Context: an optimization exercise on an open-source flow, tuned for small area. The choices shown serve that exercise and are no tape-out recipe. Only simulation tests tie the RTL to the original design; equivalence was not proved. Power is estimated from default activity; no workload was simulated.

<file path="design.v">
`timescale 1ns / 1ps
module Ducks_Rom(
	input [10:0] address,
	output reg [5:0] data
	);
	reg [5:0] rom_content [0:2047];
	always @(address)
		data = rom_content[address];
	initial begin
		$readmemh("duck_rom.hex",rom_content,0,2047);
	end
endmodule
`timescale 1ns / 1ps
module Ducks_Drawer(
	input clk,
	input en,
	input reset,
	input collision,
	input tickX,
	input tickY,
	input flipY,
	input [9:0] hcount,
	input [9:0] vcount,
	output reg [10:0] address,
	output reg draw,
	output reg signed [10:0] pos_x,
	output reg signed [9:0] pos_y
	);
	parameter
		initial_posY = 10'sd150,
		initial_posX = 11'sd594,
		start_down = 1;
	reg down;           
	reg shouldStop;
	wire down_n = down ^ (tickY & (flipY ^ shouldStop));
	wire signed [9:0] py_n = tickY ? (down_n ? pos_y + 10'sd1 : pos_y - 10'sd1) : pos_y;
	wire stop_n = (tickY ? 1'b0 : shouldStop) | (py_n >= 10'sd200) | (py_n <= -10'sd40);
	wire signed [10:0] px_d = tickX ? pos_x - 11'sd1 : pos_x;
	wire signed [10:0] px_n = (px_d < -11'sd46 || collision) ? 11'sd640 : px_d;
	wire signed [10:0] dy = {vcount[9], vcount} - {py_n[9], py_n};
	wire signed [11:0] dx = {2'b00, hcount} - {px_n[10], px_n};
	wire inY = !dy[10] && (dy < 11'sd40);
	wire inX = !dx[11] && (dx < 12'sd46);
	always @(posedge clk) if (en) begin
		if (reset) begin
			address <= 11'd0;
			draw <= 1'b0;
			pos_x <= initial_posX;
			pos_y <= initial_posY;
			down <= start_down;
			shouldStop <= 1'b0;
		end else begin
			down <= down_n;
			shouldStop <= stop_n;
			pos_x <= px_n;
			pos_y <= py_n;
			draw <= inY & inX;
			if (!inY)
				address <= 11'd0;
			else if (inX)
				address <= address + 11'd1;
		end
	end
endmodule
`timescale 1ns / 1ps
module Gun(
	input clk,
	input en,
	input reset,
	input tick,
	input [9:0] hcount,
	input [9:0] vcount,
	input izq,
	input der,
	input [2:0] bullet_counter,
	output reg data,       
	output reg draw,
	output reg [9:0] pos_x
	);
	reg [9:0] offset;
	wire signed [10:0] d = {1'b0, hcount} - {1'b0, offset};
	wire barrelV = vcount > 10'd434 && vcount <= 10'd465;
	wire bodyV = vcount > 10'd465 && vcount < 10'd480;
	wire indV = vcount > 10'd470 && vcount < 10'd475;
	wire barrel = barrelV && d >= 11'sd26 && d <= 11'sd36;
	wire body = bodyV && d >= 11'sd0 && d <= 11'sd62;
	wire ind = indV && (
		(bullet_counter > 3'd0 && d >= 11'sd14 && d <= 11'sd19) ||
		(bullet_counter > 3'd1 && d >= 11'sd24 && d <= 11'sd29) ||
		(bullet_counter > 3'd2 && d >= 11'sd34 && d <= 11'sd39) ||
		(bullet_counter > 3'd3 && d >= 11'sd44 && d <= 11'sd49));
	always @(posedge clk) if (en) begin
		if (reset) begin
			offset <= 10'd0;
			draw <= 1'b0;
			data <= 1'b0;
			pos_x <= 10'd26;
		end else begin
			draw <= barrel | body | ind;
			data <= ind;
			if (barrel)
				pos_x <= offset + 10'd26;
			if (tick) begin
				if (izq) begin
					if (offset != 10'd0)
						offset <= offset - 10'd1;
				end else if (der) begin
					if (offset < 10'd578)
						offset <= offset + 10'd1;
				end
			end
		end
	end
endmodule
`timescale 1ns / 1ps
module Shot_Builder(
	input clk,
	input en,
	input fire,
	input reset,
	input tick,
	input [9:0] pos_x,
	output [79:0] pos_y_all,
	output [79:0] pos_x_all
	);
	reg [2:0] new_address;
	reg instantiate;
	reg shouldInstantiate;
	reg [7:0] valid;
	reg signed [9:0] Y [0:7];
	reg [9:0] X [0:7];
	wire adv = instantiate && valid[new_address];
	wire [2:0] na = adv ? new_address + 3'd1 : new_address;
	wire launch = !fire && shouldInstantiate;
	genvar g;
	generate for (g = 0; g < 8; g = g + 1) begin : slot
		assign pos_y_all[g*10 +: 10] = Y[g];
		assign pos_x_all[g*10 +: 10] = X[g];
		wire sel = launch && na == g;
		wire alive = Y[g] >= -10'sd10;
		always @(posedge clk) if (en) begin
			if (reset) begin
				valid[g] <= 1'b0;
				Y[g] <= -10'sd11;
				X[g] <= 10'd0;
			end else begin
				if (tick && alive)
					Y[g] <= Y[g] - 10'sd1;
				else if (sel)
					Y[g] <= 10'sd424;
				if (tick && !alive)
					valid[g] <= 1'b0;
				else if (sel)
					valid[g] <= 1'b1;
				if (sel)
					X[g] <= pos_x;
			end
		end
	end endgenerate
	always @(posedge clk) if (en) begin
		if (reset) begin
			new_address <= 3'd0;
			instantiate <= 1'b0;
			shouldInstantiate <= 1'b0;
		end else begin
			new_address <= na;
			instantiate <= launch | (instantiate & !adv);
			shouldInstantiate <= fire;
		end
	end
endmodule
`timescale 1ns / 1ps
module Bullet_Drawer(
	input clk,
	input en,
	input reset,
	input [9:0] hcount,
	input [9:0] vcount,
	input [9:0] pos_x,
	input signed [9:0] pos_y,
	output reg draw
	);
	wire signed [10:0] dy = {vcount[9], vcount} - {pos_y[9], pos_y};
	wire signed [10:0] dx = {1'b0, hcount} - {1'b0, pos_x};
	wire inY = !dy[10] && dy <= 11'sd10;
	wire inX = !dx[10] && dx < 11'sd8;
	always @(posedge clk) if (en)
		draw <= !reset && inY && inX;
endmodule
`timescale 1ns / 1ps
module Collision_Control(
	input clk,
	input reset,
	input [79:0] pos_y_all,
	input [79:0] pos_x_all,
	output reg signed [9:0] bulletPosition_y,
	output reg [9:0] bulletPosition_x
	);
	reg [2:0] contador;
	wire [2:0] c1 = contador + 3'd1;
	always @(posedge clk) begin
		contador <= reset ? 3'd0 : c1;
		bulletPosition_y <= pos_y_all[c1*10 +: 10];
		bulletPosition_x <= pos_x_all[c1*10 +: 10];
	end
endmodule
`timescale 1ns / 1ps
module Comparator(
	input signed [10:0] duckPos_x,
	input signed [9:0] duckPos_y,
	input signed [9:0] bulletPosition_y,
	input [9:0] bulletPosition_x,
	output collision
	);
	wire signed [11:0] dx = {duckPos_x[10], duckPos_x} - {2'b00, bulletPosition_x};
	wire signed [10:0] dy = {duckPos_y[9], duckPos_y} - {bulletPosition_y[9], bulletPosition_y};
	assign collision = (dx >= 12'sd0 && dx <= 12'sd8 && dy >= 11'sd0 && dy <= 11'sd10) ||
	                   (dx <= 12'sd0 && dx >= -12'sd46 && dy <= 11'sd0 && dy >= -11'sd40);
endmodule
`timescale 1ns / 1ps
module CLK_Divider(
	input clk,
	input reset,
	output reg clk1hz
	);
	parameter counter_limit = 12'hbaa;
	localparam [10:0] LAST = counter_limit/2 - 1;
	reg [10:0] counter;
	always @(posedge clk) begin
		if (reset) begin
			counter <= 11'd0;
			clk1hz <= 1'b0;
		end else if (counter == LAST) begin
			counter <= 11'd0;
			clk1hz <= !clk1hz;
		end else
			counter <= counter + 11'd1;
	end
endmodule
`timescale 1ns / 1ps
module SineWave(
    input [4:0] address,
	 output reg[3:0] data
	 );
	always @(address)
	begin
		case (address)
			5'h0: data = 4'h8;
			5'h1: data = 4'h9;
			5'h2: data = 4'ha;
			5'h3: data = 4'hc;
			5'h4: data = 4'hd;
			5'h5: data = 4'he;
			5'h6: data = 4'he;
			5'h7: data = 4'hf;
			5'h8: data = 4'hf;
			5'h9: data = 4'hf;
			5'ha: data = 4'he;
			5'hb: data = 4'he;
			5'hc: data = 4'hd;
			5'hd: data = 4'hc;
			5'he: data = 4'ha;
			5'hf: data = 4'h9;
			5'h10: data = 4'h7;
			5'h11: data = 4'h6;
			5'h12: data = 4'h5;
			5'h13: data = 4'h3;
			5'h14: data = 4'h2;
			5'h15: data = 4'h1;
			5'h16: data = 4'h1;
			5'h17: data = 4'h0;
			5'h18: data = 4'h0;
			5'h19: data = 4'h0;
			5'h1a: data = 4'h1;
			5'h1b: data = 4'h1;
			5'h1c: data = 4'h2;
			5'h1d: data = 4'h3;
			5'h1e: data = 4'h5;
			5'h1f: data = 4'h6;
			default:
				data = 4'hX;
		endcase
	end
endmodule
`timescale 1ns / 1ps
module Control_Drawer(
	input clk,
	input duck_draw1,
	input duck_draw2,
	input duck_draw3,
	input duck_draw4,
	input gun_drawer,
	input [7:0] shot_draw,
	input [10:0] address1,
	input [10:0] address2,
	input [10:0] address3,
	input [10:0] address4,
	input gun_data,
	output reg [5:0] data,
	output reg draw
	);
	wire [10:0] address = duck_draw1 ? address1 : duck_draw2 ? address2 : duck_draw3 ? address3 : address4;
	wire [5:0] duck_data;
	Ducks_Rom rom(address, duck_data);
	wire duck = duck_draw1 | duck_draw2 | duck_draw3 | duck_draw4;
	always @(posedge clk) begin
		draw <= duck | gun_drawer | (|shot_draw);
		data <= duck ? duck_data : gun_drawer ? {1'b0, gun_data, 1'b0, gun_data, 2'b00} : 6'b101010;
	end
endmodule
`timescale 1ns / 1ps
module VGA_LOGIC(
	input clk,
	input reset,
	input [5:0]rgb_in,
	input draw,
	output reg [1:0]red_out,
	output reg [1:0]green_out,
	output reg [1:0]blue_out,
	output reg hsync,
	output reg vsync,
	output [9:0]hor_count,
	output [9:0]ver_count
	);
	reg [9:0] hcount;
	reg [9:0] vcount;
	reg [5:0] color;
	assign hor_count = hcount;
	assign ver_count = vcount;
	wire hwrap = (hcount == 10'd799);
	wire vwrap = (vcount == 10'd524);
	wire [9:0] hn = hwrap ? 10'd0 : hcount + 10'd1;
	wire [9:0] vn = hwrap ? (vwrap ? 10'd0 : vcount + 10'd1) : vcount;
	wire vis = (hn < 10'd640) && (vn < 10'd480);
	always @(posedge clk) begin
		vsync <= !(vn >= 10'd490 && vn < 10'd492);
		hsync <= !(hn >= 10'd656 && hn < 10'd752);
		{red_out, green_out, blue_out} <= vis ? color : 6'b0;
		if (reset) begin
			hcount <= 10'd0;
			vcount <= 10'd0;
			color <= 6'b0;
		end else begin
			hcount <= hn;
			vcount <= vn;
			if (vis)
				color <= draw ? rgb_in : (vn < 10'd240) ? 6'b001111 : (vn < 10'd264) ? 6'b001100 : 6'b001000;
		end
	end
endmodule
`timescale 1ns / 1ps
module Main(
	input clk,
	input reset,
	input izq,
	input der,
	input fire,
	input reload,
	output [1:0]red_out,
	output [1:0]green_out,
	output [1:0]blue_out,
	output hsync,
	output vsync,
	output reg [7:0]led,
	output shouldFinish,
	output [3:0]data_sound
	);
	wire [9:0] hcount;
	wire [9:0] vcount;
	reg [16:0] contador;
	reg [4:0] segs;
	assign shouldFinish = (segs == 5'd30);
	wire en = !shouldFinish;
	wire sec = (contador == 17'd79999);
	always @(posedge clk) begin
		if (reset) begin
			contador <= 17'd0;
			segs <= 5'd0;
		end else begin
			contador <= sec ? 17'd0 : contador + 17'd1;
			if (sec && segs < 5'd30)
				segs <= segs + 5'd1;
		end
	end
	reg [13:0] contY;      
	reg [4:0]  contI;      
	reg [10:0] contX1;     
	reg [11:0] contX3;     
	reg [11:0] contX4;     
	reg [10:0] contG;      
	reg [10:0] contS;      
	wire tickY = (contY == 14'd8666);
	wire flipY = tickY && (contI == 5'd29);
	wire tickX1 = (contX1 == 11'd2000);
	wire tickX3 = (contX3 == 12'd2333);
	wire tickX4 = (contX4 == 12'd2667);
	wire tickG = (contG == 11'd1666);
	wire tickS = (contS == 11'd1999);
	always @(posedge clk) if (en) begin
		if (reset) begin
			contY <= 14'd0;
			contI <= 5'd0;
			contX1 <= 11'd0;
			contX3 <= 12'd0;
			contX4 <= 12'd0;
			contG <= 11'd0;
			contS <= 11'd0;
		end else begin
			contY <= tickY ? 14'd0 : contY + 14'd1;
			if (tickY)
				contI <= flipY ? 5'd0 : contI + 5'd1;
			contX1 <= tickX1 ? 11'd0 : contX1 + 11'd1;
			contX3 <= tickX3 ? 12'd0 : contX3 + 12'd1;
			contX4 <= tickX4 ? 12'd0 : contX4 + 12'd1;
			contG <= tickG ? 11'd0 : contG + 11'd1;
			contS <= tickS ? 11'd0 : contS + 11'd1;
		end
	end
	wire collision1, collision2, collision3, collision4;
	wire draw1, draw2, draw3, draw4;
	wire [10:0] addr1, addr2, addr3, addr4;
	wire signed [10:0] dx1, dx2, dx3, dx4;
	wire signed [9:0] dy1, dy2, dy3, dy4;
	Ducks_Drawer #(.initial_posY(10'sd0),   .initial_posX(-11'sd100), .start_down(1))
		DD (clk, en, reset, collision1, tickX1, tickY, 1'b0, hcount, vcount, addr1, draw1, dx1, dy1);
	Ducks_Drawer #(.initial_posY(10'sd180), .initial_posX(-11'sd200), .start_down(0))
		DD2(clk, en, reset, collision2, tickX1, tickY, 1'b0, hcount, vcount, addr2, draw2, dx2, dy2);
	Ducks_Drawer #(.initial_posY(10'sd110), .initial_posX(-11'sd50),  .start_down(0))
		DD3(clk, en, reset, collision3, tickX3, tickY, flipY, hcount, vcount, addr3, draw3, dx3, dy3);
	Ducks_Drawer #(.initial_posY(10'sd70),  .initial_posX(-11'sd400), .start_down(0))
		DD4(clk, en, reset, collision4, tickX4, tickY, flipY, hcount, vcount, addr4, draw4, dx4, dy4);
	reg [2:0] bullet_counter;
	reg fired;
	wire fire_up = (bullet_counter != 3'd0) && fire;
	always @(posedge clk) begin
		if (reset) begin
			fired <= 1'b0;
			bullet_counter <= 3'd4;
		end else begin
			fired <= fire;
			if (!fire && fired && (reload || bullet_counter != 3'd0))
				bullet_counter <= reload ? 3'd3 : bullet_counter - 3'd1;
			else if (reload)
				bullet_counter <= 3'd4;
		end
	end
	wire gun_data, gun_draw;
	wire [9:0] gun_x;
	Gun g(clk, en, reset, tickG, hcount, vcount, izq, der, bullet_counter, gun_data, gun_draw, gun_x);
	wire [79:0] bul_y, bul_x;
	Shot_Builder SB(clk, en, fire_up, reset, tickS, gun_x, bul_y, bul_x);
	wire [7:0] shot_draw;
	genvar b;
	generate for (b = 0; b < 8; b = b + 1) begin : bd
		Bullet_Drawer BD(clk, en, reset, hcount, vcount, bul_x[b*10 +: 10], bul_y[b*10 +: 10], shot_draw[b]);
	end endgenerate
	wire signed [9:0] bulletPosition_y;
	wire [9:0] bulletPosition_x;
	Collision_Control CC(clk, reset, bul_y, bul_x, bulletPosition_y, bulletPosition_x);
	Comparator C (dx1, dy1, bulletPosition_y, bulletPosition_x, collision1);
	Comparator C2(dx2, dy2, bulletPosition_y, bulletPosition_x, collision2);
	Comparator C3(dx3, dy3, bulletPosition_y, bulletPosition_x, collision3);
	Comparator C4(dx4, dy4, bulletPosition_y, bulletPosition_x, collision4);
	wire collisions = collision1 | collision2 | collision3 | collision4;
	reg hasCollisioned;
	always @(posedge clk) begin
		if (reset) begin
			hasCollisioned <= 1'b0;
			led <= 8'd0;
		end else begin
			hasCollisioned <= collisions;
			if (!collisions && hasCollisioned)
				led <= led + 8'd1;
		end
	end
	wire clk_c, clk_g;
	CLK_Divider #(.counter_limit(12'hbaa)) clk_div_c(.clk(clk), .reset(reset), .clk1hz(clk_c));
	CLK_Divider #(.counter_limit(12'h7c9)) clk_div_g(.clk(clk), .reset(reset), .clk1hz(clk_g));
	reg [4:0] address_sineWave;
	reg temp, temp_q;
	always @(posedge clk) begin
		temp_q <= temp;
		if (reset)
			address_sineWave <= 5'd0;
		else if (temp && !temp_q)
			address_sineWave <= address_sineWave + 5'd1;
		if (reset)
			temp <= 1'b0;
		else
			temp <= collisions ? clk_g : fire_up ? clk_c : 1'b0;
	end
	SineWave rom(address_sineWave, data_sound);
	wire draw;
	wire [5:0] data;
	Control_Drawer CD(clk, draw1, draw2, draw3, draw4, gun_draw, shot_draw,
		addr1, addr2, addr3, addr4, gun_data, data, draw);
	VGA_LOGIC vga(clk, reset, data, draw, red_out, green_out, blue_out, hsync, vsync, hcount, vcount);
endmodule
</file>
<file path="duck_rom.hex">
F
F
F
F
F
F
F
F
F
F
F
F
F
F
F
F
F
F
2
2
F
F
F
F
F
F
F
F
F
F
F
F
F
F
F
F
F
F
F
F
F
F
F
F
F
F
F
F
F
F
F
F
F
F
F
F
F
F
F
F
F
F
F
F
2
2
2
2
F
2
F
F
F
F
F
F
F
F
F
F
F
F
F
F
F
F
F
F
F
F
F
F
F
F
F
F
F
F
F
F
F
F
F
F
F
F
F
F
F
F
2
2
2
2
F
2
F
F
F
F
F
F
F
F
F
F
F
F
F
F
F
F
F
F
F
F
F
F
F
F
F
F
F
F
F
F
F
F
F
F
F
F
F
F
F
F
2
2
3F
3F
2
2
2
2
F
F
F
F
F
F
F
F
F
F
F
F
F
F
F
F
F
F
F
F
F
F
F
F
F
F
F
F
F
F
F
F
F
F
F
F
F
F
2
2
3F
3F
3F
2
3F
3F
2
F
F
F
F
F
F
F
F
F
F
F
F
F
F
F
F
F
F
F
F
F
F
F
F
F
F
F
F
F
F
F
F
F
F
F
F
F
F
2
2
2
3F
3F
3F
3F
3F
2
3F
3F
F
F
F
F
F
F
F
F
F
F
F
F
F
F
F
F
F
F
F
F
F
F
F
F
F
F
F
F
F
F
F
F
F
F
F
2
2
2
3F
3F
3F
3F
3F
2
3F
3F
F
F
F
F
F
F
F
F
F
F
F
F
F
F
F
F
F
F
F
F
F
F
F
F
F
F
F
F
F
F
F
F
F
F
F
2
2
2
3F
3F
3F
3F
3F
3F
3F
3F
2
F
F
F
F
F
F
F
F
F
F
F
F
F
F
F
F
F
F
F
F
F
F
F
F
F
F
F
F
F
F
F
F
F
F
F
2
2
3F
3F
3F
3F
3F
3F
3F
3F
2
F
F
F
F
F
F
F
F
F
F
F
F
F
F
F
F
F
F
F
F
F
F
F
F
F
F
F
F
F
F
F
F
F
F
F
2
2
2
3F
3F
3F
3F
3F
3F
3F
3F
F
F
F
F
F
F
F
F
F
F
F
F
F
F
F
F
F
F
F
F
F
F
F
F
F
F
F
F
F
F
F
F
F
F
F
2
2
2
3F
3F
3F
3F
3F
3F
3F
3F
F
F
F
F
F
F
F
F
F
F
F
F
F
F
F
F
F
F
F
F
F
F
F
F
F
F
F
F
F
F
F
F
F
F
F
F
F
2
3F
3F
3F
3F
3F
3F
3F
3F
F
F
F
F
F
F
F
F
F
F
F
F
F
F
F
F
F
F
F
F
F
F
F
22
3F
3F
22
22
22
F
F
F
F
F
F
F
F
2
3F
3F
3F
3F
3F
3F
3F
3F
F
F
F
F
F
F
F
F
F
F
F
F
F
F
F
F
F
F
F
F
F
F
F
22
3F
3F
22
22
22
F
F
F
F
F
F
F
F
2
3F
3F
3F
3F
3F
3F
3F
3F
F
F
F
F
F
F
F
F
F
F
F
F
F
F
F
F
F
F
F
F
F
F
22
3F
3F
3F
3F
22
22
22
F
F
F
F
F
F
F
2
3F
3F
3F
3F
3F
3F
3F
3F
3F
F
F
F
F
F
F
F
F
F
F
F
F
F
F
F
F
F
F
F
F
F
22
2
3F
3F
3F
22
22
22
22
F
F
F
F
F
F
2
2
3F
3F
3F
3F
3F
3F
3F
3F
F
F
F
F
F
F
F
F
F
F
F
F
F
F
F
F
F
F
F
35
35
22
2
3F
3F
3F
22
22
22
22
22
22
F
F
F
F
F
2
3F
3F
3F
3F
3F
3F
3F
3F
F
F
F
F
F
F
F
F
F
F
F
F
F
F
F
F
F
F
F
35
35
22
2
3F
3F
3F
22
22
22
22
22
22
F
F
F
F
F
2
3F
3F
3F
3F
3F
3F
3F
3F
F
F
F
F
F
F
F
F
F
F
F
F
F
F
F
35
35
35
35
35
35
22
3F
3F
3F
3F
22
22
22
22
22
22
3F
2
F
F
F
2
3F
3F
3F
3F
3F
3F
3F
3F
F
F
F
F
F
F
F
F
F
F
F
F
F
F
35
35
35
35
35
35
35
22
22
3F
3F
22
22
22
22
22
22
22
3F
2
2
2
2
2
3F
3F
3F
3F
3F
3F
3F
3F
2
2
2
F
F
F
F
F
F
F
F
F
F
F
35
35
35
35
35
35
35
22
22
22
22
22
22
22
22
22
22
22
3F
2
2
2
2
2
2
2
3F
3F
3F
3F
3F
3F
2
2
2
2
2
2
2
F
F
F
F
F
F
F
35
35
35
35
35
35
35
22
22
22
22
22
22
22
22
22
22
22
3F
2
2
2
2
2
2
2
3F
3F
3F
3F
3F
3F
2
2
2
2
2
2
2
F
F
F
F
F
F
F
F
F
F
F
F
F
F
F
22
22
22
22
22
22
22
22
3F
3F
3F
2
2
2
2
2
2
2
3F
3F
3F
3F
3F
3F
2
2
2
2
2
2
2
2
2
2
2
F
F
2
F
F
F
F
F
F
F
F
F
F
F
F
F
F
F
22
3F
3F
2
2
2
2
2
2
2
2
3F
3F
3F
3F
3F
3F
2
2
2
2
2
2
2
2
2
2
2
2
2
F
F
F
F
F
F
F
F
F
F
F
F
F
F
F
F
F
F
F
2
2
2
2
2
3F
3F
3F
3F
3F
3F
3F
3F
3F
2
2
2
2
2
2
2
2
2
2
3F
F
F
F
F
F
F
F
F
F
F
F
F
F
F
F
F
F
F
F
F
F
2
2
2
2
2
3F
3F
3F
3F
3F
3F
3F
3F
3F
2
2
2
2
2
2
2
2
2
2
3F
F
F
F
F
F
F
F
F
F
F
F
F
F
F
F
F
F
F
F
F
F
F
F
3F
3F
3F
3F
3F
3F
3F
3F
3F
3F
3F
3F
2
2
2
2
2
2
2
2
2
3F
F
F
F
F
F
F
F
F
F
F
F
F
F
F
F
F
F
F
F
F
F
F
F
F
F
F
3F
3F
3F
3F
3F
3F
3F
3F
3F
3F
3F
3F
2
2
2
2
3F
3F
3F
F
F
F
F
F
F
F
F
F
F
F
F
F
F
F
F
F
F
F
F
F
F
F
F
F
F
F
F
3F
3F
3F
3F
3F
3F
3F
3F
3F
3F
3F
3F
3F
3F
3F
3F
3F
3F
F
F
F
F
F
F
F
F
F
F
F
F
F
F
F
F
F
F
F
F
F
F
F
F
F
F
F
F
3F
3F
3F
3F
3F
3F
3F
3F
3F
3F
3F
3F
3F
3F
3F
3F
3F
3F
F
F
F
F
F
F
F
F
F
F
F
F
F
F
F
F
F
F
F
F
F
F
F
F
F
F
F
F
F
F
F
3F
3F
3F
3F
3F
3F
3F
3F
3F
3F
3F
3F
3F
F
F
F
F
F
F
F
F
F
F
F
F
F
F
F
F
F
F
F
F
F
F
F
F
F
F
F
F
F
F
F
F
F
F
F
3F
3F
3F
3F
3F
3F
3F
3F
3F
3F
F
F
F
F
F
F
F
F
F
F
F
F
F
F
F
F
F
F
F
F
F
F
F
F
F
F
F
F
F
F
F
F
F
F
F
F
3F
3F
3F
3F
3F
3F
3F
3F
3F
3F
F
F
F
F
F
F
F
F
F
F
F
F
F
F
F
F
F
F
F
F
F
F
F
F
F
F
F
F
F
F
F
F
F
F
F
F
F
F
F
3F
3F
3F
35
F
F
F
F
F
F
F
F
F
F
F
F
F
F
F
F
F
F
F
F
F
F
F
F
F
F
F
F
F
F
F
F
F
F
F
F
F
F
F
F
F
F
F
35
35
35
35
35
35
35
F
F
F
F
F
F
F
F
F
F
F
F
F
F
F
F
F
F
F
F
F
F
F
F
F
F
F
F
F
F
F
F
F
F
F
F
F
F
F
F
F
35
35
35
35
35
F
F
F
F
F
F
F
F
F
F
F
F
F
F
F
F
F
F
F
F
F
F
F
F
F
F
F
F
F
F
F
F
F
F
F
F
F
F
F
F
F
35
35
35
35
35
F
F
F
F
F
F
F
F
F
F
F
F
F
F
F
F
F
F
F
F
F
F
F
F
F
F
F
F
F
F
F
F
F
F
F
F
F
F
F
F
F
F
35
35
35
35
F
F
F
F
F
F
F
F
F
F
F
F
F
F
F
F
F
F
F
F
F
F
F
F
F
F
F
F
F
F
F
F
F
F
F
F
F
F
F
F
F
F
F
F
35
F
F
F
F
F
F
F
F
F
F
F
F
F
F
F
F
F
F
F
F
F
F
F
F
F
F
F
F
F
F
F
F
F
F
F
F
F
F
F
F
F
F
F
F
F
F
F
F
F
F
F
F
F
F
0
0
0
0
0
0
0
0
0
0
0
0
0
0
0
0
0
0
0
0
0
0
0
0
0
0
0
0
0
0
0
0
0
0
0
0
0
0
0
0
0
0
0
0
0
0
0
0
0
0
0
0
0
0
0
0
0
0
0
0
0
0
0
0
0
0
0
0
0
0
0
0
0
0
0
0
0
0
0
0
0
0
0
0
0
0
0
0
0
0
0
0
0
0
0
0
0
0
0
0
0
0
0
0
0
0
0
0
0
0
0
0
0
0
0
0
0
0
0
0
0
0
0
0
0
0
0
0
0
0
0
0
0
0
0
0
0
0
0
0
0
0
0
0
0
0
0
0
0
0
0
0
0
0
0
0
0
0
0
0
0
0
0
0
0
0
0
0
0
0
0
0
0
0
0
0
0
0
0
0
0
0
0
0
0
0
0
0
0
0
0
0
0
0
0
0
0
0
0
0
0
0
0
0
0
0
0
0
</file>
<file path="run.sh">
#!/bin/bash
# synth_recipe.tcl (not shown) runs the flow's synth.tcl, then flattens the netlist and writes it again
# the make line also repeats each setting of config.mk as NAME=value (left out here)
make -C /OpenROAD-flow-scripts/flow DESIGN_CONFIG=/design/flow/config.mk WORK_HOME=/design/flow/orfs CLKGATE_MAP_FILE= SYNTH_SCRIPT=/design/flow/synth_recipe.tcl finish
</file>
<file path="config.mk">
export PLATFORM = sky130hd
export DESIGN_NAME = Main
export DESIGN_NICKNAME = Main
export VERILOG_FILES = /design/flow/design.v
export SDC_FILE = /design/flow/constraint.sdc
export NUM_CORES = 4
export LEC_CHECK = 0
export CAP_MARGIN = 20
export CORE_MARGIN = 2
export CORE_UTILIZATION = 40
export SLEW_MARGIN = 20
export SYNTH_MEMORY_MAX_BITS = 16384
</file>
<file path="constraint.sdc">
create_clock -name core_clock -period 20.0 [get_ports {clk}]
set_input_delay 4.0000 -clock core_clock [delete_from_list [all_inputs] [get_ports {clk}]]
set_output_delay 4.0000 -clock core_clock [all_outputs]
set_load 0.01 [all_outputs]
</file>
==> results of run 1 <==
worst register-to-register path: stages (launching register included):
cell and delay [ns]:
edfxtp_1 0.40, inv_1 0.11, ha_1 0.21, fa_1 0.41
nor2b_1 0.21, o22ai_1 0.16, or4_1 0.52, a32o_1 0.24
a2111oi_2 0.58, nand3_1 0.19, o2bb2a_1 0.44, or2_1 0.30
inv_1 0.16, nand2_1 0.11, ha_1 0.31, a21oi_1 0.27
nor2b_1 0.08, o21a_1 0.20, o21ai_0 0.20, nand2_1 0.09
a21oi_1 0.18, xnor2_1 0.14, o2111ai_1 0.15, a2111oi_0 0.40
o31ai_1 0.25, a21oi_1 0.88
power breakdown:
| group | internal (mW) | switching [mW] | total (mW) |
|---|---|---|---|
| registers | 1.28 | 0.0454 | 1.33 |
| logic | 0.306 | 0.475 | 0.781 |
| clock network | 0.745 | 0.547 | 1.29 |
| total | 2.34 | 1.07 | 3.40 |
cells by family after synthesis:
family          count (synthesis)  share of synthesized area, %
simple gates                 1843                         19.57
fa+ha+maj                     467                         13.15
xor+xnor                      416                         7.934
mux                           121                         3.855
flops                         553                         33.24
compound gates               1277                         17.93
buf+inv                       528                         4.329
flip-flops by register name (all words and copies together), names as in the netlist, 11 cells and up:
signal and cells:
clk_div_c.counter 11, DD4.pos_x 11, DD4.address 11, SB.Y 80, contX4 12, contador 17, contX1 11, contG 11
contX3 12, contY 14, DD.pos_x 11, SB.X 80, clk_div_g.counter 11, DD2.pos_x 11, DD.address 11, DD2.address 11
contS 11, DD3.pos_x 11, DD3.address 11
final cells by class:
type | instances | share of cell area, %
Clock buffer | 91 | 3.868
Clock inverter | 37 | 0.7293
Inverter | 357 | 2.671
Multi-Input combinational cell | 4124 | 57.18
Sequential cell | 553 | 30.37
Tap cell | 1512 | 3.763
Timing Repair Buffer | 86 | 1.416
metrics by stage:
stage / instance area (um^2) / hold slack [ns] / power (mW)
2_1_floorplan: 45920 / 0.3235 / 1.916
3_3_place_gp: 47930 / 0.3296 / 2.115
3_5_place_dp: 47940 / 0.3361 / 2.121
4_1_cts: 50250 / 0.3499 / 3.423
5_1_grt: 50270 / 0.3533 / 3.565
6_report: 50270 / 0.3525 / 3.403
synthesized netlist by cell type (70+ instances only):
| master | n | share of area [%] |
|---|---|---|
| dfxtp_1 | 134 | 5.8 |
| xor2_1 | 166 | 3.2 |
| nand2_1 | 354 | 2.9 |
| edfxtp_1 | 419 | 27 |
| a21o_1 | 85 | 1.4 |
| inv_1 | 354 | 2.9 |
| nand2b_1 | 70 | 0.95 |
| nor2_1 | 598 | 4.9 |
| nor3_1 | 149 | 1.6 |
| clkbuf_1 | 134 | 1.1 |
| nor2b_1 | 79 | 1.1 |
| a21oi_1 | 366 | 4.0 |
| ha_1 | 441 | 12 |
| nand3_1 | 180 | 2.0 |
| o21ai_0 | 271 | 3.0 |
| xnor2_1 | 250 | 4.8 |
path summary, 6_finish.rpt:
check / startpoint / to / slack, ns / cells past startpoint
min: temp$_SDFF_PP0_ / temp_q$_DFF_P_ / 0.35 / 0
max reg2reg: DD4.pos_x[0]$_SDFFCE_PP0N_ / DD4.address[6]$_SDFFCE_PP0P_ / 12.43 / 25
min reg2reg: temp$_SDFF_PP0_ / temp_q$_DFF_P_ / 0.35 / 0
max: DD4.pos_x[0]$_SDFFCE_PP0N_ / DD4.address[6]$_SDFFCE_PP0P_ / 12.43 / 25
per-layer routing:
| metal | GRT usage, % | up-vias | part of all wire [%] |
|---|---|---|---|
| met5 | 0 | - | 0.0060 |
| met4 | 5.939 | 2 | 2.6 |
| met3 | 3.668 | 207 | 6.3 |
| met2 | 34.92 | 1161 | 44 |
| met1 | 31.48 | 18755 | 47 |
| li1 | - | 19101 | - |
==> run notes, run 1 <==
status=complete, no violations; post-route non-filler standard cell count=6760; Max Root-Sink Buffers=3; fin crit share=37.84%; most common cell after layout, fill and taps aside=nor2_1; most used cell, CP=a21oi_1; synth unique cells=98; setup ws final=12.43 ns; vias in the first global route=36959; Largest stage delay, worst path=0.88 ns; detailed-route wire length=~130000 um; Detailed Route Iter0 Violations=3567; post-synthesis net count=5678; DRC errors left=0; Ports=27; number of synthesized flops with an enable pin=419; clk latency of the worst-skew pair=0.65 ns; clock root cell=clkbuf_16; vias=39226; commonest non-fill, non-tap cells in the layout=nor2_1 (597), ha_1 (440), edfxtp_1 (419), a21oi_1 (363); P per Cell Area=67.70 mW/mm^2; Warnings, synthesis=17; routed len/inst=between 15 and 20 um; Final Hold Viols=0; CP Class=register to register; top_reg_cell synth=edfxtp_1; critical path endpoint category=register; Worst-path clk slew=0.06 ns; pin count of the biggest net entering global routing=73; HP Class=register to register; Clock Sinks=around 550; DRT Pass-1 Iters=7; RSZ-0062 raised after global routing=no; Cells after Synth=between 5000 and 6000; CTS HTree Levels=3; Initial Util=40.27%; Final Util=44.08%; CTS Buf Count=69; gp weighted congestion=about 0.94; antenna violations before repair=6; Hold Buf Count CTS=0; layout cell share with drive strength beyond 1=under 10%; worst path required time=20.25 ns; Max Freq=0.1321 GHz; post-detailed-route via-to-cell ratio=5.803; worst vdd ir=a little under 0.00007 V; Final Setup Violations=0; Core Box Area=0.1140 mm^2; antenna cell count=0; Mapped Avg Cell Area=8.823 um^2; fin. max-slew vios=0; port buffer count=26; Rows=around 120; Setup crit start kind=register; Die H=342.8 um; Worst Skew=0.02526 ns; Setup Buffers After CTS=0; CP max FO=11; slowest CP cell=a21oi_1; setup TNS=0 ns; Syn-to-layout area delta=9.465%; Slew HR=24.76%; post-synthesis cell area=between 0.04 and 0.05 mm^2; Net count, final=5664; Placed Cells=between 6000 and 7000; CTS resizes=0; Die ar.=about 0.12 mm^2; Least-Margin Pin Slew=1.129 ns; Max Cap Violations=0; async set or reset register ratio after synthesis=0%; fillers=11132; post-synthesis register bit count=approximately 550; delay-heaviest family, CP=compound AO/OA/AOI/OAI gates; area of the multi-input gates=about 0.029 mm^2; Die Width=342.8 um; total gr overflow=0; Seq. cell area=0.01527 mm^2; WP buf/inv=2; ANT nets after route=0; DPL Wire Length=roughly 96000 um; Pleak=20.26 nW; sequential fraction of the synthesis area=about a third; critical path data arrival time=7.82 ns; CTS tree=done; GRT Total Usage=between 20% and 30%; Tmin final=7.568 ns; first-pass GRT wire length=208800 um; pre-CTS setup slack=12.19 ns
==> inputs of run 2 (changes only) <==
--- a/design.v
+++ b/design.v
@@ -21,8 +21,10 @@
 	input flipY,
-	input [9:0] hcount,
-	input [9:0] vcount,
+	input [10:0] sv,       
+	input [10:0] svm40,    
+	input [11:0] h,        
+	input [11:0] hm46,     
 	output reg [10:0] address,
 	output reg draw,
-	output reg signed [10:0] pos_x,
-	output reg signed [9:0] pos_y
+	output signed [10:0] nxt_x,    
+	output signed [9:0] nxt_y
 	);
@@ -32,2 +34,4 @@
 		start_down = 1;
+	reg signed [10:0] pos_x;
+	reg signed [9:0] pos_y;
 	reg down;           
@@ -35,28 +39,34 @@
 	wire down_n = down ^ (tickY & (flipY ^ shouldStop));
-	wire signed [9:0] py_n = tickY ? (down_n ? pos_y + 10'sd1 : pos_y - 10'sd1) : pos_y;
-	wire stop_n = (tickY ? 1'b0 : shouldStop) | (py_n >= 10'sd200) | (py_n <= -10'sd40);
-	wire signed [10:0] px_d = tickX ? pos_x - 11'sd1 : pos_x;
-	wire signed [10:0] px_n = (px_d < -11'sd46 || collision) ? 11'sd640 : px_d;
-	wire signed [10:0] dy = {vcount[9], vcount} - {py_n[9], py_n};
-	wire signed [11:0] dx = {2'b00, hcount} - {px_n[10], px_n};
-	wire inY = !dy[10] && (dy < 11'sd40);
-	wire inX = !dx[11] && (dx < 12'sd46);
-	always @(posedge clk) if (en) begin
-		if (reset) begin
-			address <= 11'd0;
-			draw <= 1'b0;
-			pos_x <= initial_posX;
-			pos_y <= initial_posY;
-			down <= start_down;
-			shouldStop <= 1'b0;
-		end else begin
-			down <= down_n;
-			shouldStop <= stop_n;
-			pos_x <= px_n;
-			pos_y <= py_n;
-			draw <= inY & inX;
-			if (!inY)
+	wire [9:0] py_n;
+	RAdd #(10) ay(pos_y, tickY ? {{9{~down_n}}, 1'b1} : 10'd0, 1'b0, py_n);
+	wire stop_n = (tickY ? 1'b0 : shouldStop) | ($signed(py_n) >= 10'sd200) | ($signed(py_n) <= -10'sd40);
+	wire [10:0] px_d;
+	RAdd #(11) ax(pos_x, {11{tickX}}, 1'b0, px_d);
+	wire [10:0] px_n = ($signed(px_d) < -11'sd46 || collision) ? 11'sd640 : px_d;
+	wire ge_y0, ge_y1, ge_x0, ge_x1;
+	RGe #(11) cy0(sv, {py_n[9], py_n}, ge_y0);                
+	RGe #(11) cy1(svm40, {py_n[9], py_n}, ge_y1);             
+	RGe #(12) cx0(h, {px_n[10], px_n}, ge_x0);                
+	RGe #(12) cx1(hm46, {px_n[10], px_n}, ge_x1);             
+	wire inY = ge_y0 & ~ge_y1;
+	wire inX = ge_x0 & ~ge_x1;
+	wire [10:0] addr_i;
+	RAdd #(11) aa(address, 11'd0, inX, addr_i);
+	assign nxt_x = !en ? pos_x : reset ? initial_posX : px_n;
+	assign nxt_y = !en ? pos_y : reset ? initial_posY : py_n;
+	always @(posedge clk) begin
+		pos_x <= nxt_x;
+		pos_y <= nxt_y;
+		if (en) begin
+			if (reset) begin
 				address <= 11'd0;
-			else if (inX)
-				address <= address + 11'd1;
+				draw <= 1'b0;
+				down <= start_down;
+				shouldStop <= 1'b0;
+			end else begin
+				down <= down_n;
+				shouldStop <= stop_n;
+				draw <= inY & inX;
+				address <= inY ? addr_i : 11'd0;
+			end
 		end
@@ -80,3 +90,5 @@
 	reg [9:0] offset;
-	wire signed [10:0] d = {1'b0, hcount} - {1'b0, offset};
+	wire [10:0] du;
+	RAdd #(11) sd({1'b0, hcount}, ~{1'b0, offset}, 1'b1, du);
+	wire signed [10:0] d = du;
 	wire barrelV = vcount > 10'd434 && vcount <= 10'd465;
@@ -91,2 +103,8 @@
 		(bullet_counter > 3'd3 && d >= 11'sd44 && d <= 11'sd49));
+	wire left = tick && izq && offset != 10'd0;
+	wire right = tick && !izq && der && offset < 10'd578;
+	wire [9:0] off_n;
+	RAdd #(10) ao(offset, {{9{left}}, left | right}, 1'b0, off_n);
+	wire [9:0] barrel_x;
+	RAdd #(10) ab(offset, 10'd26, 1'b0, barrel_x);
 	always @(posedge clk) if (en) begin
@@ -101,12 +119,4 @@
 			if (barrel)
-				pos_x <= offset + 10'd26;
-			if (tick) begin
-				if (izq) begin
-					if (offset != 10'd0)
-						offset <= offset - 10'd1;
-				end else if (der) begin
-					if (offset < 10'd578)
-						offset <= offset + 10'd1;
-				end
-			end
+				pos_x <= barrel_x;
+			offset <= off_n;
 		end
@@ -122,4 +132,10 @@
 	input [9:0] pos_x,
-	output [79:0] pos_y_all,
-	output [79:0] pos_x_all
+	input [10:0] h,       
+	input [10:0] hm8,     
+	input [10:0] sv,      
+	input [10:0] svm10,   
+	input [2:0] sel_slot,
+	output [9:0] sel_y,
+	output [9:0] sel_x,
+	output reg draw
 	);
@@ -129,3 +145,3 @@
 	reg [7:0] valid;
-	reg signed [9:0] Y [0:7];
+	reg [9:0] Y [0:7];
 	reg [9:0] X [0:7];
@@ -134,8 +150,17 @@
 	wire launch = !fire && shouldInstantiate;
+	assign sel_y = Y[sel_slot];
+	assign sel_x = X[sel_slot];
+	wire [7:0] in_shot;
 	genvar g;
 	generate for (g = 0; g < 8; g = g + 1) begin : slot
-		assign pos_y_all[g*10 +: 10] = Y[g];
-		assign pos_x_all[g*10 +: 10] = X[g];
 		wire sel = launch && na == g;
-		wire alive = Y[g] >= -10'sd10;
+		wire alive = Y[g] != 10'h3f5;    
+		wire [9:0] y_d;
+		RAdd #(10) ad(Y[g], 10'h3ff, 1'b0, y_d);
+		wire gx0, gx1, gy0, gy1;
+		RGe #(11) cx0(h, {1'b0, X[g]}, gx0);         
+		RGe #(11) cx1(hm8, {1'b0, X[g]}, gx1);       
+		RGe #(11) cy0(sv, {Y[g][9], Y[g]}, gy0);     
+		RGe #(11) cy1({Y[g][9], Y[g]}, svm10, gy1);  
+		assign in_shot[g] = gx0 & ~gx1 & gy0 & gy1;
 		always @(posedge clk) if (en) begin
@@ -143,3 +168,3 @@
 				valid[g] <= 1'b0;
-				Y[g] <= -10'sd11;
+				Y[g] <= 10'h3f5;
 				X[g] <= 10'd0;
@@ -147,5 +172,5 @@
 				if (tick && alive)
-					Y[g] <= Y[g] - 10'sd1;
+					Y[g] <= y_d;
 				else if (sel)
-					Y[g] <= 10'sd424;
+					Y[g] <= 10'd424;
 				if (tick && !alive)
@@ -164,2 +189,3 @@
 			shouldInstantiate <= 1'b0;
+			draw <= 1'b0;
 		end else begin
@@ -168,2 +194,3 @@
 			shouldInstantiate <= fire;
+			draw <= |in_shot;
 		end
@@ -172,18 +199,14 @@
 `timescale 1ns / 1ps
-module Bullet_Drawer(
-	input clk,
-	input en,
-	input reset,
-	input [9:0] hcount,
-	input [9:0] vcount,
-	input [9:0] pos_x,
-	input signed [9:0] pos_y,
-	output reg draw
+module RGe #(parameter W = 8) (
+	input [W-1:0] a,
+	input [W-1:0] b,
+	output ge
 	);
-	wire signed [10:0] dy = {vcount[9], vcount} - {pos_y[9], pos_y};
-	wire signed [10:0] dx = {1'b0, hcount} - {1'b0, pos_x};
-	wire inY = !dy[10] && dy <= 11'sd10;
-	wire inX = !dx[10] && dx < 11'sd8;
-	always @(posedge clk) if (en)
-		draw <= !reset && inY && inX;
+	wire [W-1:0] c;
+	assign c[0] = a[0] | ~b[0];
+	genvar i;
+	generate for (i = 1; i < W - 1; i = i + 1) begin : bit_
+		assign c[i] = (a[i] & ~b[i]) | ((a[i] | ~b[i]) & c[i-1]);
+	end endgenerate
+	assign ge = (~a[W-1] & b[W-1]) | ((~a[W-1] | b[W-1]) & c[W-2]);
 endmodule
@@ -193,17 +216,26 @@
 	input reset,
-	input [79:0] pos_y_all,
-	input [79:0] pos_x_all,
-	output reg signed [9:0] bulletPosition_y,
-	output reg [9:0] bulletPosition_x
+	output [2:0] next_slot
 	);
 	reg [2:0] contador;
-	wire [2:0] c1 = contador + 3'd1;
-	always @(posedge clk) begin
-		contador <= reset ? 3'd0 : c1;
-		bulletPosition_y <= pos_y_all[c1*10 +: 10];
-		bulletPosition_x <= pos_x_all[c1*10 +: 10];
-	end
+	assign next_slot = contador + 3'd1;
+	always @(posedge clk)
+		contador <= reset ? 3'd0 : next_slot;
 endmodule
 `timescale 1ns / 1ps
+module RAdd #(parameter W = 8) (
+	input [W-1:0] a,
+	input [W-1:0] b,
+	input ci,
+	output [W-1:0] s
+	);
+	wire [W:0] c;
+	assign c[0] = ci;
+	genvar i;
+	generate for (i = 0; i < W; i = i + 1) begin : bit_
+		assign s[i] = a[i] ^ b[i] ^ c[i];
+		assign c[i+1] = (a[i] & b[i]) | (a[i] & c[i]) | (b[i] & c[i]);
+	end endgenerate
+endmodule
 module Comparator(
+	input clk,
 	input signed [10:0] duckPos_x,
@@ -212,8 +244,16 @@
 	input [9:0] bulletPosition_x,
-	output collision
+	output reg collision
 	);
-	wire signed [11:0] dx = {duckPos_x[10], duckPos_x} - {2'b00, bulletPosition_x};
-	wire signed [10:0] dy = {duckPos_y[9], duckPos_y} - {bulletPosition_y[9], bulletPosition_y};
-	assign collision = (dx >= 12'sd0 && dx <= 12'sd8 && dy >= 11'sd0 && dy <= 11'sd10) ||
-	                   (dx <= 12'sd0 && dx >= -12'sd46 && dy <= 11'sd0 && dy >= -11'sd40);
+	wire [11:0] dx;
+	wire [10:0] dy;
+	RAdd #(12) sx({duckPos_x[10], duckPos_x}, ~{2'b00, bulletPosition_x}, 1'b1, dx);
+	RAdd #(11) sy({duckPos_y[9], duckPos_y}, ~{bulletPosition_y[9], bulletPosition_y}, 1'b1, dy);
+	wire dxz = ~|dx;
+	wire dyz = ~|dy;
+	wire dx_p = !dx[11] && dx[10:4] == 7'd0 && (dx[3:0] <= 4'd8);
+	wire dy_p = !dy[10] && dy[9:4] == 6'd0 && (dy[3:0] <= 4'd10);
+	wire dx_n = dx[11] && (&dx[10:6]) && (dx[5:0] >= 6'd18);
+	wire dy_n = dy[10] && (&dy[9:6]) && (dy[5:0] >= 6'd24);
+	always @(posedge clk)
+		collision <= (dx_p && dy_p) || ((dx_n || dxz) && (dy_n || dyz));
 endmodule
@@ -228,11 +268,9 @@
 	reg [10:0] counter;
+	wire last = (counter == LAST);
 	always @(posedge clk) begin
-		if (reset) begin
-			counter <= 11'd0;
+		counter <= (reset | last) ? 11'd0 : counter + 11'd1;
+		if (reset)
 			clk1hz <= 1'b0;
-		end else if (counter == LAST) begin
-			counter <= 11'd0;
+		else if (last)
 			clk1hz <= !clk1hz;
-		end else
-			counter <= counter + 11'd1;
 	end
@@ -292,3 +330,3 @@
 	input gun_drawer,
-	input [7:0] shot_draw,
+	input shot_drawer,
 	input [10:0] address1,
@@ -306,3 +344,3 @@
 	always @(posedge clk) begin
-		draw <= duck | gun_drawer | (|shot_draw);
+		draw <= duck | gun_drawer | shot_drawer;
 		data <= duck ? duck_data : gun_drawer ? {1'b0, gun_data, 1'b0, gun_data, 2'b00} : 6'b101010;
@@ -398,3 +436,3 @@
 	wire tickS = (contS == 11'd1999);
-	always @(posedge clk) if (en) begin
+	always @(posedge clk) begin
 		if (reset) begin
@@ -418,2 +456,9 @@
 	end
+	wire [10:0] sv = {vcount[9], vcount};
+	wire [10:0] svm40 = sv - 11'd40;
+	wire [10:0] svm10 = sv - 11'd10;
+	wire [10:0] h11 = {1'b0, hcount};
+	wire [10:0] hm8 = h11 - 11'd8;
+	wire [11:0] h12 = {2'b00, hcount};
+	wire [11:0] hm46 = h12 - 12'd46;
 	wire collision1, collision2, collision3, collision4;
@@ -421,12 +466,12 @@
 	wire [10:0] addr1, addr2, addr3, addr4;
-	wire signed [10:0] dx1, dx2, dx3, dx4;
-	wire signed [9:0] dy1, dy2, dy3, dy4;
+	wire [10:0] nx1, nx2, nx3, nx4;
+	wire [9:0] ny1, ny2, ny3, ny4;
 	Ducks_Drawer #(.initial_posY(10'sd0),   .initial_posX(-11'sd100), .start_down(1))
-		DD (clk, en, reset, collision1, tickX1, tickY, 1'b0, hcount, vcount, addr1, draw1, dx1, dy1);
+		DD (clk, en, reset, collision1, tickX1, tickY, 1'b0, sv, svm40, h12, hm46, addr1, draw1, nx1, ny1);
 	Ducks_Drawer #(.initial_posY(10'sd180), .initial_posX(-11'sd200), .start_down(0))
-		DD2(clk, en, reset, collision2, tickX1, tickY, 1'b0, hcount, vcount, addr2, draw2, dx2, dy2);
+		DD2(clk, en, reset, collision2, tickX1, tickY, 1'b0, sv, svm40, h12, hm46, addr2, draw2, nx2, ny2);
 	Ducks_Drawer #(.initial_posY(10'sd110), .initial_posX(-11'sd50),  .start_down(0))
-		DD3(clk, en, reset, collision3, tickX3, tickY, flipY, hcount, vcount, addr3, draw3, dx3, dy3);
+		DD3(clk, en, reset, collision3, tickX3, tickY, flipY, sv, svm40, h12, hm46, addr3, draw3, nx3, ny3);
 	Ducks_Drawer #(.initial_posY(10'sd70),  .initial_posX(-11'sd400), .start_down(0))
-		DD4(clk, en, reset, collision4, tickX4, tickY, flipY, hcount, vcount, addr4, draw4, dx4, dy4);
+		DD4(clk, en, reset, collision4, tickX4, tickY, flipY, sv, svm40, h12, hm46, addr4, draw4, nx4, ny4);
 	reg [2:0] bullet_counter;
@@ -449,16 +494,12 @@
 	Gun g(clk, en, reset, tickG, hcount, vcount, izq, der, bullet_counter, gun_data, gun_draw, gun_x);
-	wire [79:0] bul_y, bul_x;
-	Shot_Builder SB(clk, en, fire_up, reset, tickS, gun_x, bul_y, bul_x);
-	wire [7:0] shot_draw;
-	genvar b;
-	generate for (b = 0; b < 8; b = b + 1) begin : bd
-		Bullet_Drawer BD(clk, en, reset, hcount, vcount, bul_x[b*10 +: 10], bul_y[b*10 +: 10], shot_draw[b]);
-	end endgenerate
-	wire signed [9:0] bulletPosition_y;
-	wire [9:0] bulletPosition_x;
-	Collision_Control CC(clk, reset, bul_y, bul_x, bulletPosition_y, bulletPosition_x);
-	Comparator C (dx1, dy1, bulletPosition_y, bulletPosition_x, collision1);
-	Comparator C2(dx2, dy2, bulletPosition_y, bulletPosition_x, collision2);
-	Comparator C3(dx3, dy3, bulletPosition_y, bulletPosition_x, collision3);
-	Comparator C4(dx4, dy4, bulletPosition_y, bulletPosition_x, collision4);
+	wire [2:0] next_slot;
+	Collision_Control CC(clk, reset, next_slot);
+	wire [9:0] bullet_y, bullet_x;
+	wire shot_draw;
+	Shot_Builder SB(clk, en, fire_up, reset, tickS, gun_x, h11, hm8, sv, svm10,
+		next_slot, bullet_y, bullet_x, shot_draw);
+	Comparator C (clk, nx1, ny1, bullet_y, bullet_x, collision1);
+	Comparator C2(clk, nx2, ny2, bullet_y, bullet_x, collision2);
+	Comparator C3(clk, nx3, ny3, bullet_y, bullet_x, collision3);
+	Comparator C4(clk, nx4, ny4, bullet_y, bullet_x, collision4);
 	wire collisions = collision1 | collision2 | collision3 | collision4;
==> run 2 against run 1 <==
Still clean on timing, DRC and antenna. Critical path depth rose by 15. Register-to-register slack lost 3.5 ns. Sequential power down 9.8%. Maximum frequency down 32%. Global-route usage rose by 2.5 points. Sequential cell count down 23. Sequential share of layout area fell by 0.41 points. Synthesized area down 13%. Largest cell class unchanged. Largest power group is now clock.
==> run notes, run 2 <==
status=complete, no violations; post-synthesis mux area share=0.6056%; antenna violations before repair=1; worst path required time=20.59 ns; most common cell after layout, fill and taps aside=nor2_1; RSZ-0062 raised after global routing=no; sequential fraction of the synthesis area=32.94%; fin crit share=55.54%; detailed-route wire length=around 130000 um; Design Area, Final=approximately 0.044 mm^2; CP Class=register to register; dpl cell area=just over 0.04 mm^2; CTS resizes=0; GRT Total Usage=between 20% and 30%; post-route non-filler standard cell count=5885; Least-Margin Pin Slew=~1.2 ns; XOR/XNOR share of the synthesized area=4.459%; ANT nets after route=0; gp weighted congestion=0.9788; commonest cells in the netlist=nor2_1 (444), nand2_1 (415), inv_1 (351), o21ai_0 (295), dfxtp_1 (278); port buffer count=26; CTS tree=done; Placed Cells=about 5800; Worst Skew=between 0.05 and 0.06 ns; Cells after Synth=~4600; DRT Pass-1 Iters=9; Core Box Area=0.09856 mm^2; total gr overflow=0; setup ws final=8.891 ns; post-detailed-route via-to-cell ratio=6.022; largest family of logic cells by synthesized area=compound AO/OA/AOI/OAI gates; Max Cap Violations=0; HP Class=register to register; clock root cell=clkbuf_16; Syn-to-layout area delta=9.954%; setup TNS=0 ns; layout cell share with drive strength beyond 1=~6.3%; Die Width=319.7 um; async set or reset register ratio after synthesis=0%; synth unique cells=98; most common cell in the netlist=nor2_1; Ports=27; Clock Sinks=530; Yosys top cell by area=edfxtp_1; Largest regs=SB.X x80, SB.Y x80, contador x17; most used cell, CP=fa_1; DRC errors left=0; Rows=115; number of synthesized flops with an enable pin=252; Mapped Avg Cell Area=8.660 um^2; P per Cell Area=approximately 66 mW/mm^2; Die H=319.7 um; top_reg_cell synth=dfxtp_1; Slew HR=22.56%; routed len/inst=between 20 and 25 um; Final Hold Viols=0; critical path endpoint category=register; Synth Area in Simple Gates=18.86%; Die ar.=0.1022 mm^2; CP max FO=12; vias in the first global route=between 30000 and 40000; post-synthesis net count=4990; Synth Area in Compound Gates=20.11%; Setup crit start kind=register; DPL Wire Length=91460 um; pre-CTS setup slack=~8.9 ns; Tmin final=11.11 ns; first-pass GRT wire length=199100 um; Hold Slack=~0.37 ns; commonest non-fill, non-tap cells in the layout=nor2_1 (443), nand2_1 (414), inv_1 (349), o21ai_0 (292), dfxtp_1 (278); Detailed Route Iter0 Violations=3809; Pleak=17.43 nW; fin. max-slew vios=0; Worst-path clk slew=0.06 ns; Net count, final=4929; Initial Util=40.45%; Max Root-Sink Buffers=3; worst vdd ir=0.00007005 V; vias=35440; Final Setup Violations=0; Synth top area share=18.98%; CTS HTree Levels=3; pin count of the biggest net entering global routing=just under 80; Synth area leaders=edfxtp_1 (19%), dfxtp_1 (14%), fa_1 (7.4%); Max Freq=about 0.09 GHz; post-synthesis register bit count=530; Post-Synth Adder-Cell Area=~17%; post-synthesis cell area=about 0.040 mm^2; slowest CP cell=nand3_1; Warnings, synthesis=19; Largest stage delay, worst path=around 0.54 ns; Hold Buf Count CTS=0; critical path data arrival time=11.70 ns; Setup Buffers After CTS=0; clk latency of the worst-skew pair=0.69 ns; CTS Buf Count=67
[run 2: changes by cell type after synthesis, sizes merged, moves of 79 or more]
cell and change:
ha -209, edfxtp -167, nor2 -154, dfxtp +144, a21oi -142, xnor2 -134
fa +122, maj3 +90, xor2 -79
[run 2: report_power, final]
| group | switching (mW) | internal (mW) | total (mW) |
|---|---|---|---|
| Combinational | 0.281 | 0.158 | 0.439 |
| Sequential | 0.0309 | 1.16 | 1.20 |
| Clock | 0.527 | 0.749 | 1.28 |
[run 2: worst max-delay path: cells and delay by family (launching register included)]
family,cells,cell delay (ns)
simple gates,9,2.28
fa+ha+maj,18,6.38
buf+inv,7,0.68
compound gates,6,1.34
flops,1,0.37
[run 2: path summary, 6_finish.rpt]
check        slack (ns)  cells after the start                    to                 start
max reg2reg        8.89                     40  C4.collision$_DFF_P_  contX4[0]$_SDFF_PP0_
max                8.89                     40  C4.collision$_DFF_P_  contX4[0]$_SDFF_PP0_
min reg2reg        0.37                      0        temp_q$_DFF_P_       temp$_SDFF_PP0_
min                0.37                      0        temp_q$_DFF_P_       temp$_SDFF_PP0_
[run 2: through the flow]
stage | util (%) | total power [mW]
CTS | 44.46 | 2.932
floorplan | - | 1.498
detailed placement | 42.13 | 1.648
global placement | 42.13 | 1.644
global route | 44.47 | 3.028
finish | 44.48 | 2.910
[run 2: layout make-up]
cell class	count	area (um^2)
Antenna cell	2	5.005
Clock buffer	86	1798
Clock inverter	36	494.2
Fill cell	9708	54720
Inverter	362	1366
Multi-Input combinational cell	3455	24400
Sequential cell	530	13130
Tap cell	1287	1610
Timing Repair Buffer	127	1030
[run 2: cells by family (layout without fill, tap and decap cells)]
kind of cell / Yosys count / in the layout
multiplexers: 21 / 21
buffers and inverters: 619 / 611
adder cells (fa/ha/maj): 470 / 470
XOR/XNOR: 203 / 203
other: 0 / 2
AO/OA/AOI/OAI: 1195 / 1195
AND/OR/NAND/NOR: 1566 / 1566
flip-flops: 530 / 530
[run 2: per-layer routing]
metal	share of wire (%)	track usage (%)	wire length, um	vias up
li1	-	-	-	16484
met1	43	32.94	55300	17105
met2	46	39.96	58880	1534
met3	7.1	3.742	9188	317
met4	4.0	10.30	5137	0
met5	0	0	0	-

port drivers added, routing unchanged:
The results above use ideal ports. As a check the final layouts listed here were re-extracted and re-timed, cells and wires unchanged.
Step 1 (the two cells are an assumption about what drives the block):
set clk [get_ports {clk}]
set_driving_cell -lib_cell sky130_fd_sc_hd__clkbuf_16 $clk
set_driving_cell -lib_cell sky130_fd_sc_hd__buf_2 [delete_from_list [all_inputs] $clk]
Step 2 times the ports against the registers' clock, not the clock port: input delays grow and output delays shrink by t, the midpoint of the rising clock arrivals with the driver on.
Slacks: ideal ports / drivers / drivers and shift; pairs: ideal ports / drivers.
run	shift t [ns]	setup WS [ns]	hold WS [ns]	pins driven straight from the clock port
run 1	0.704	12.432 / 12.432 / 12.183	0.353 / 0.353 / 0.353	1
run 2	0.729	8.891 / 8.891 / 8.891	0.370 / 0.370 / 0.370	1
After both steps setup and hold are still met in every run listed. The setup slack of run 1, which loses most, moves by 0.000 ns with the drivers and by -0.249 ns with both steps.
